Background: an optimization exercise with open tools, aiming at small area. Do not read the settings as production practice. The RTL was checked by simulation tests, not by an equivalence proof against the original design.

==> build 41: inputs <==
==> flow/design.v (excerpt) <==
module fpu(input logic clk,
           input logic [2:0] op,
           input logic [31:0] x1,
           input logic [31:0] x2,
           output logic [31:0] y);
==> module fpu, before the edit <==
module fpu(input logic clk,
           input logic [2:0] op,
           input logic [31:0] x1,
           input logic [31:0] x2,
           output logic [31:0] y);
    logic is_add, is_mul, is_ftoi, is_itof, is_floor;
    assign is_add   = (op == 3'd0) | (op == 3'd1);
    assign is_mul   = (op == 3'd2);
    assign is_ftoi  = (op == 3'd3);
    assign is_itof  = (op == 3'd4);
    assign is_floor = (op == 3'd5);
    logic s1, s2;
    logic [7:0] e1, e2;
    logic [22:0] f1, f2;
    assign s1 = x1[31];
    assign s2 = x2[31] ^ (op == 3'd1);
    assign e1 = x1[30:23];
    assign e2 = x2[30:23];
    assign f1 = x1[22:0];
    assign f2 = x2[22:0];
    logic [8:0] d1, d2;
    logic [7:0] p2;
    logic big;
    assign d1 = {1'b0, e1} - {1'b0, e2};
    assign big = (e1 == e2) ? (f1 >= f2) : ~d1[8];
    assign p2 = is_add ? e2 : (is_ftoi ? 8'd158 : 8'd151);
    assign d2 = {1'b0, p2} - {1'b0, e1};
    logic [7:0] eb, es;
    logic [22:0] fb, fs;
    assign eb = big ? e1 : e2;
    assign es = big ? e2 : e1;
    assign fb = big ? f1 : f2;
    assign fs = big ? f2 : f1;
    logic fl_int;
    assign fl_int = d2[8] | (d2 == 9'd0);
    logic sticky;
    always_comb begin
        sticky = (e1 < 8'd127);
        for (int j = 0; j < 23; j++)
            if (f1[j] && ({1'b0, e1} + 9'(j) < 9'd150)) sticky = 1'b1;
    end
    logic inc;
    assign inc = s1 & sticky;
    logic itof_min;
    assign itof_min = (x1 == 32'h80000000);
    logic [32:0] sh_in, sh_out;
    logic [7:0] sh_amt;
    logic sh_kill;
    always_comb begin
        if (is_add) begin
            sh_in  = {2'b01, fs, 8'd0};
            sh_amt = big ? d1[7:0] : d2[7:0];
            sh_kill = (es == 8'd0);
        end else if (is_itof) begin
            sh_in  = {x1, 1'b0};
            sh_amt = 8'd0;
            sh_kill = itof_min;
        end else begin
            sh_in  = {1'b1, f1, 9'd0};
            sh_amt = (is_floor & fl_int) ? 8'd1 : d2[7:0];
            sh_kill = is_ftoi & d2[8];
        end
    end
    assign sh_out = sh_kill ? 33'd0 : (sh_in >> sh_amt);
    logic [31:0] u;
    logic [6:0] half;
    assign u = x1 ^ {32{s1}};
    always_comb begin
        half = 7'd0;
        for (int j = 0; j < 7; j++)
            half[j] = u[j + 24] & ~|(u[30:24] >> (j + 1));
    end
    logic [25:0] mx, my;
    logic mc1, mc2;
    fmul_tree u_tree(.a(f1), .b(f2), .X(mx), .Y(my), .c1(mc1), .c2(mc2));
    logic [32:1] a_d;
    logic [32:0] b_d;
    logic inv_d, cin_d, s_d;
    logic [8:0] e_d;
    always_comb begin
        a_d = 32'd0;
        b_d = {sh_out[32:8], 8'd0};
        inv_d = 1'b0;
        cin_d = 1'b0;
        s_d = s1;
        e_d = 9'd0;
        case (1'b1)
            is_add: begin
                a_d[31:8] = ((e1 != 8'd0) | (e2 != 8'd0)) ? {1'b1, fb} : 24'd0;
                inv_d = s1 ^ s2;
                cin_d = s1 ^ s2;
                s_d = big ? s1 : s2;
                e_d = {1'b0, eb};
            end
            is_mul: begin
                a_d[32:7] = mx;
                b_d = {my[25:1], mc2, {7{mc1}}};
                cin_d = mc1;
                s_d = x1[31] ^ x2[31];
                e_d = {1'b0, e1} + {1'b0, e2} + 9'd129;
            end
            is_ftoi: begin
                b_d = sh_out;
                inv_d = s1;
                cin_d = 1'b1;
            end
            is_itof: begin
                a_d[7:1] = itof_min ? 7'd0 : half;
                b_d = sh_out;
                inv_d = s1 & ~itof_min;
                cin_d = s1 & ~itof_min;
                e_d = 9'd157;
            end
            is_floor: begin
                b_d[7:0] = {8{inc}};
                cin_d = inc;
                e_d = fl_int ? {1'b0, e1} : 9'd150;
            end
            default: ;
        endcase
    end
    logic [32:1] ra;
    logic [32:0] rb;
    logic rinv, rcin, rs, rmz, rmu;
    logic [8:0] re;
    logic [2:0] rop;
    always_ff @(posedge clk) begin
        ra <= a_d;
        rb <= b_d;
        rinv <= inv_d;
        rcin <= cin_d;
        rs <= s_d;
        re <= e_d;
        rop <= op;
        rmz <= (e1 == 8'd0) | (e2 == 8'd0);
    end
    logic [32:0] sum;
    assign sum = {ra, 1'b0} + (rb ^ {33{rinv}}) + {32'd0, rcin};
    logic [31:0] rm;
    logic [9:0] re1;
    logic rs2, rmz2, rmu2;
    logic [2:0] rop2;
    always_ff @(posedge clk) begin
        rm <= sum[32:1];
        re1 <= {1'b0, re} + 10'd1;
        rs2 <= rs;
        rmz2 <= rmz;
        rmu2 <= ~re[8];
        rop2 <= rop;
    end
    logic [4:0] lz;
    always_comb begin
        lz = 5'd0;
        for (int i = 0; i < 32; i++)
            if (rm[i]) lz = 5'(31 - i);
    end
    logic [31:0] nrm;
    assign nrm = rm << lz;
    logic zero;
    assign zero = (rm == 32'd0);
    logic [10:0] t;
    assign t = {1'b0, re1} - {6'd0, lz};
    always_comb begin
        case (rop2)
            3'd3: y = rm;
            3'd2: begin
                if (rmz2) y = 32'd0;
                else if (rmu2 | (t[7:0] == 8'd0)) y = {rs2, 8'd1, 23'd0};
                else y = {rs2, t[7:0], nrm[30:8]};
            end
            3'd0, 3'd1, 3'd4, 3'd5: begin
                if (zero) y = {rs2 & (rop2 == 3'd4), 31'd0};
                else if (t[10] | (t == 11'd0)) y = 32'd0;
                else y = {rs2, t[7:0], nrm[30:8]};
            end
            default: y = 32'd0;
        endcase
    end
endmodule
clock: 10.0 ns
lec_check: 0
cap_margin: 20
core_margin: 2
core_utilization: 40
slew_margin: 20
synth_hierarchical: 1
run.sh (not shown) runs the stock make flow with config.mk's settings and CLKGATE_MAP_FILE= SYNTH_SCRIPT=/design/flow/synth_recipe.tcl, a recipe that flattens the netlist after the stock synthesis.
==> inputs of trial 34, as changes to build 41 <==
--- a/flow/design.v
+++ b/flow/design.v
@@ -2128,2 +2128,6 @@
            output logic [31:0] y);
+    localparam logic [1:0] C_OTHER = 2'd0;   
+    localparam logic [1:0] C_ITOF  = 2'd1;
+    localparam logic [1:0] C_MUL   = 2'd2;
+    localparam logic [1:0] C_FTOI  = 2'd3;
     logic is_add, is_mul, is_ftoi, is_itof, is_floor;
@@ -2150,8 +2154,9 @@
     assign d2 = {1'b0, p2} - {1'b0, e1};
-    logic [7:0] eb, es;
+    logic [7:0] eb;
     logic [22:0] fb, fs;
+    logic es_zero;
     assign eb = big ? e1 : e2;
-    assign es = big ? e2 : e1;
     assign fb = big ? f1 : f2;
     assign fs = big ? f2 : f1;
+    assign es_zero = big ? (e2 == 8'd0) : (e1 == 8'd0);
     logic fl_int;
@@ -2162,3 +2167,3 @@
         for (int j = 0; j < 23; j++)
-            if (f1[j] && ({1'b0, e1} + 9'(j) < 9'd150)) sticky = 1'b1;
+            if (f1[j] && (e1 < 8'(150 - j))) sticky = 1'b1;
     end
@@ -2175,3 +2180,3 @@
             sh_amt = big ? d1[7:0] : d2[7:0];
-            sh_kill = (es == 8'd0);
+            sh_kill = es_zero;
         end else if (is_itof) begin
@@ -2183,3 +2188,3 @@
             sh_amt = (is_floor & fl_int) ? 8'd1 : d2[7:0];
-            sh_kill = is_ftoi & d2[8];
+            sh_kill = (is_ftoi & d2[8]) | ~(is_ftoi | is_floor | is_mul);
         end
@@ -2187,10 +2192,2 @@
     assign sh_out = sh_kill ? 33'd0 : (sh_in >> sh_amt);
-    logic [31:0] u;
-    logic [6:0] half;
-    assign u = x1 ^ {32{s1}};
-    always_comb begin
-        half = 7'd0;
-        for (int j = 0; j < 7; j++)
-            half[j] = u[j + 24] & ~|(u[30:24] >> (j + 1));
-    end
     logic [25:0] mx, my;
@@ -2198,3 +2195,10 @@
     fmul_tree u_tree(.a(f1), .b(f2), .X(mx), .Y(my), .c1(mc1), .c2(mc2));
-    logic [32:1] a_d;
+    logic [8:0] me;
+    logic [8:0] mec;
+    assign mec[0] = 1'b1;
+    for (genvar i = 0; i < 8; i++) begin : g_me
+        fa3 u_fa(.a(e1[i]), .b(e2[i]), .c(mec[i]), .s(me[i]), .co(mec[i + 1]));
+    end
+    assign me[8] = mec[8];
+    logic [32:7] a_d;
     logic [32:0] b_d;
@@ -2202,4 +2206,5 @@
     logic [8:0] e_d;
+    logic [1:0] cls_d;
     always_comb begin
-        a_d = 32'd0;
+        a_d = 26'd0;
         b_d = {sh_out[32:8], 8'd0};
@@ -2209,5 +2214,6 @@
         e_d = 9'd0;
+        cls_d = C_OTHER;
         case (1'b1)
             is_add: begin
-                a_d[31:8] = ((e1 != 8'd0) | (e2 != 8'd0)) ? {1'b1, fb} : 24'd0;
+                a_d[31:8] = (e1 != 8'd0) | (e2 != 8'd0) ? {1'b1, fb} : 24'd0;
                 inv_d = s1 ^ s2;
@@ -2222,3 +2228,4 @@
                 s_d = x1[31] ^ x2[31];
-                e_d = {1'b0, e1} + {1'b0, e2} + 9'd129;
+                e_d = {me[8] ^ me[7], ~me[7], me[6:0]};
+                cls_d = C_MUL;
             end
@@ -2228,5 +2235,5 @@
                 cin_d = 1'b1;
+                cls_d = C_FTOI;
             end
             is_itof: begin
-                a_d[7:1] = itof_min ? 7'd0 : half;
                 b_d = sh_out;
@@ -2235,2 +2242,3 @@
                 e_d = 9'd157;
+                cls_d = C_ITOF;
             end
@@ -2244,7 +2252,7 @@
     end
-    logic [32:1] ra;
+    logic [32:7] ra;
     logic [32:0] rb;
-    logic rinv, rcin, rs, rmz, rmu;
+    logic rinv, rcin, rs, rmz;
     logic [8:0] re;
-    logic [2:0] rop;
+    logic [1:0] rcls;
     always_ff @(posedge clk) begin
@@ -2256,14 +2264,23 @@
         re <= e_d;
-        rop <= op;
+        rcls <= cls_d;
         rmz <= (e1 == 8'd0) | (e2 == 8'd0);
     end
+    logic [32:0] bx;
+    assign bx = rb ^ {33{rinv}};
+    logic [6:0] half;
+    always_comb begin
+        for (int j = 0; j < 7; j++)
+            half[j] = (rcls == C_ITOF) & bx[j + 25] & ~|(bx[31:25] >> (j + 1));
+    end
+    logic [32:0] ax;
+    assign ax = {ra[32:8], ra[7] | half[6], half[5:0], 1'b0};
     logic [32:0] sum;
-    assign sum = {ra, 1'b0} + (rb ^ {33{rinv}}) + {32'd0, rcin};
+    add33 u_add(.a(ax), .b(bx), .cin(rcin), .s(sum));
     logic [31:0] rm;
-    logic [9:0] re1;
+    logic [8:0] re1;
     logic rs2, rmz2, rmu2;
-    logic [2:0] rop2;
+    logic [1:0] rcls2;
     always_ff @(posedge clk) begin
         rm <= sum[32:1];
-        re1 <= {1'b0, re} + 10'd1;
+        re1 <= re + 9'd1;
         rs2 <= rs;
@@ -2271,30 +2288,33 @@
         rmu2 <= ~re[8];
-        rop2 <= rop;
+        rcls2 <= rcls;
     end
+    logic [31:0] n16, n8, n4, n2, n1;
     logic [4:0] lz;
-    always_comb begin
-        lz = 5'd0;
-        for (int i = 0; i < 32; i++)
-            if (rm[i]) lz = 5'(31 - i);
-    end
-    logic [31:0] nrm;
-    assign nrm = rm << lz;
+    assign lz[4] = ~|rm[31:16];
+    assign n16 = lz[4] ? {rm[15:0], 16'd0} : rm;
+    assign lz[3] = ~|n16[31:24];
+    assign n8 = lz[3] ? {n16[23:0], 8'd0} : n16;
+    assign lz[2] = ~|n8[31:28];
+    assign n4 = lz[2] ? {n8[27:0], 4'd0} : n8;
+    assign lz[1] = ~|n4[31:30];
+    assign n2 = lz[1] ? {n4[29:0], 2'd0} : n4;
+    assign lz[0] = ~n2[31];
+    assign n1 = lz[0] ? {n2[30:0], 1'd0} : n2;
     logic zero;
-    assign zero = (rm == 32'd0);
-    logic [10:0] t;
-    assign t = {1'b0, re1} - {6'd0, lz};
-    always_comb begin
-        case (rop2)
-            3'd3: y = rm;
-            3'd2: begin
+    assign zero = ~n1[31];
+    logic [9:0] t;
+    assign t = {1'b0, re1} - {5'd0, lz};
+    always_comb begin
+        case (rcls2)
+            C_FTOI: y = rm;
+            C_MUL: begin
                 if (rmz2) y = 32'd0;
                 else if (rmu2 | (t[7:0] == 8'd0)) y = {rs2, 8'd1, 23'd0};
-                else y = {rs2, t[7:0], nrm[30:8]};
+                else y = {rs2, t[7:0], n1[30:8]};
             end
-            3'd0, 3'd1, 3'd4, 3'd5: begin
-                if (zero) y = {rs2 & (rop2 == 3'd4), 31'd0};
-                else if (t[10] | (t == 11'd0)) y = 32'd0;
-                else y = {rs2, t[7:0], nrm[30:8]};
+            default: begin
+                if (zero) y = {rs2 & (rcls2 == C_ITOF), 31'd0};
+                else if (t[9] | (t == 10'd0)) y = 32'd0;
+                else y = {rs2, t[7:0], n1[30:8]};
             end
-            default: y = 32'd0;
         endcase
@@ -2302 +2322,24 @@
 endmodule
+module add33(input logic [32:0] a,
+             input logic [32:0] b,
+             input logic cin,
+             output logic [32:0] s);
+    logic [17:0] cl;
+    assign cl[0] = cin;
+    for (genvar i = 0; i < 17; i++) begin : g_lo
+        fa3 u_fa(.a(a[i]), .b(b[i]), .c(cl[i]), .s(s[i]), .co(cl[i + 1]));
+    end
+    logic [15:0] h;
+    logic [16:0] ch;
+    logic [15:0] pa;
+    assign h[0] = a[17] ^ b[17];
+    assign ch[1] = a[17] & b[17];
+    for (genvar i = 1; i < 16; i++) begin : g_hi
+        fa3 u_fa(.a(a[17 + i]), .b(b[17 + i]), .c(ch[i]), .s(h[i]), .co(ch[i + 1]));
+    end
+    assign pa[0] = 1'b1;
+    for (genvar i = 1; i < 16; i++) begin : g_pa
+        assign pa[i] = pa[i - 1] & h[i - 1];
+    end
+    assign s[32:17] = h ^ (pa & {16{cl[17]}});
+endmodule
- CTS_BUF_LIST: default -> sky130_fd_sc_hd__clkbuf_4
==> flow_summary.yaml <==
floorplan:
  die_h_um: 237.4
outcome:
  status: "complete, no violations"
clock_tree:
  clk_latency_ps: 540
sta:
  period_share: 0.8960
synth:
  postSynthAreaPerCell_um2: 8.695
[end of results for trial 34]
==> flow_summary.yaml <==
outcome:
  status: "complete, no violations"
clock_tree:
  clk_latency_ps: 420
  root_buffer: "clkbuf_16"
sta:
  rsz0062_at_grt: "false"
  period_share: 0.8331
placed_design:
  dpl.hpwl_mm: 72.78
synth:
  postSynthAreaPerCell_um2: 8.264
floorplan:
  die_h_um: 253.9
detailed_routing:
  wl_per_cell_um: 24.79
[end of results for build 41]

## static timing again, ports no longer ideal
The flow's constraints put no driver on any port. The routed layouts listed below were extracted and timed again, unchanged, in two steps.
Step 1, drivers: a clkbuf_16 drives clk and a buf_2 each remaining input, both assumed.
Step 2 times the ports against the registers' clock, not the clock port: input delays grow and output delays shrink by t, the midpoint of the rising clock arrivals with the driver on.
a / b / c = no drivers / after step 1 / after step 2; a / b = the first two.
run | t, ns | setup slack, ns | pins driven straight from the clock port
build 41 | 0.454 | 1.669 / 1.628 / 1.449 | 1
trial 34 | 0.567 | 1.040 / 1.006 / 1.243 | 1
After both steps setup and hold are still met in every run listed. The setup slack of build 41, which loses most, moves by -0.041 ns with the drivers and by -0.220 ns with both steps.
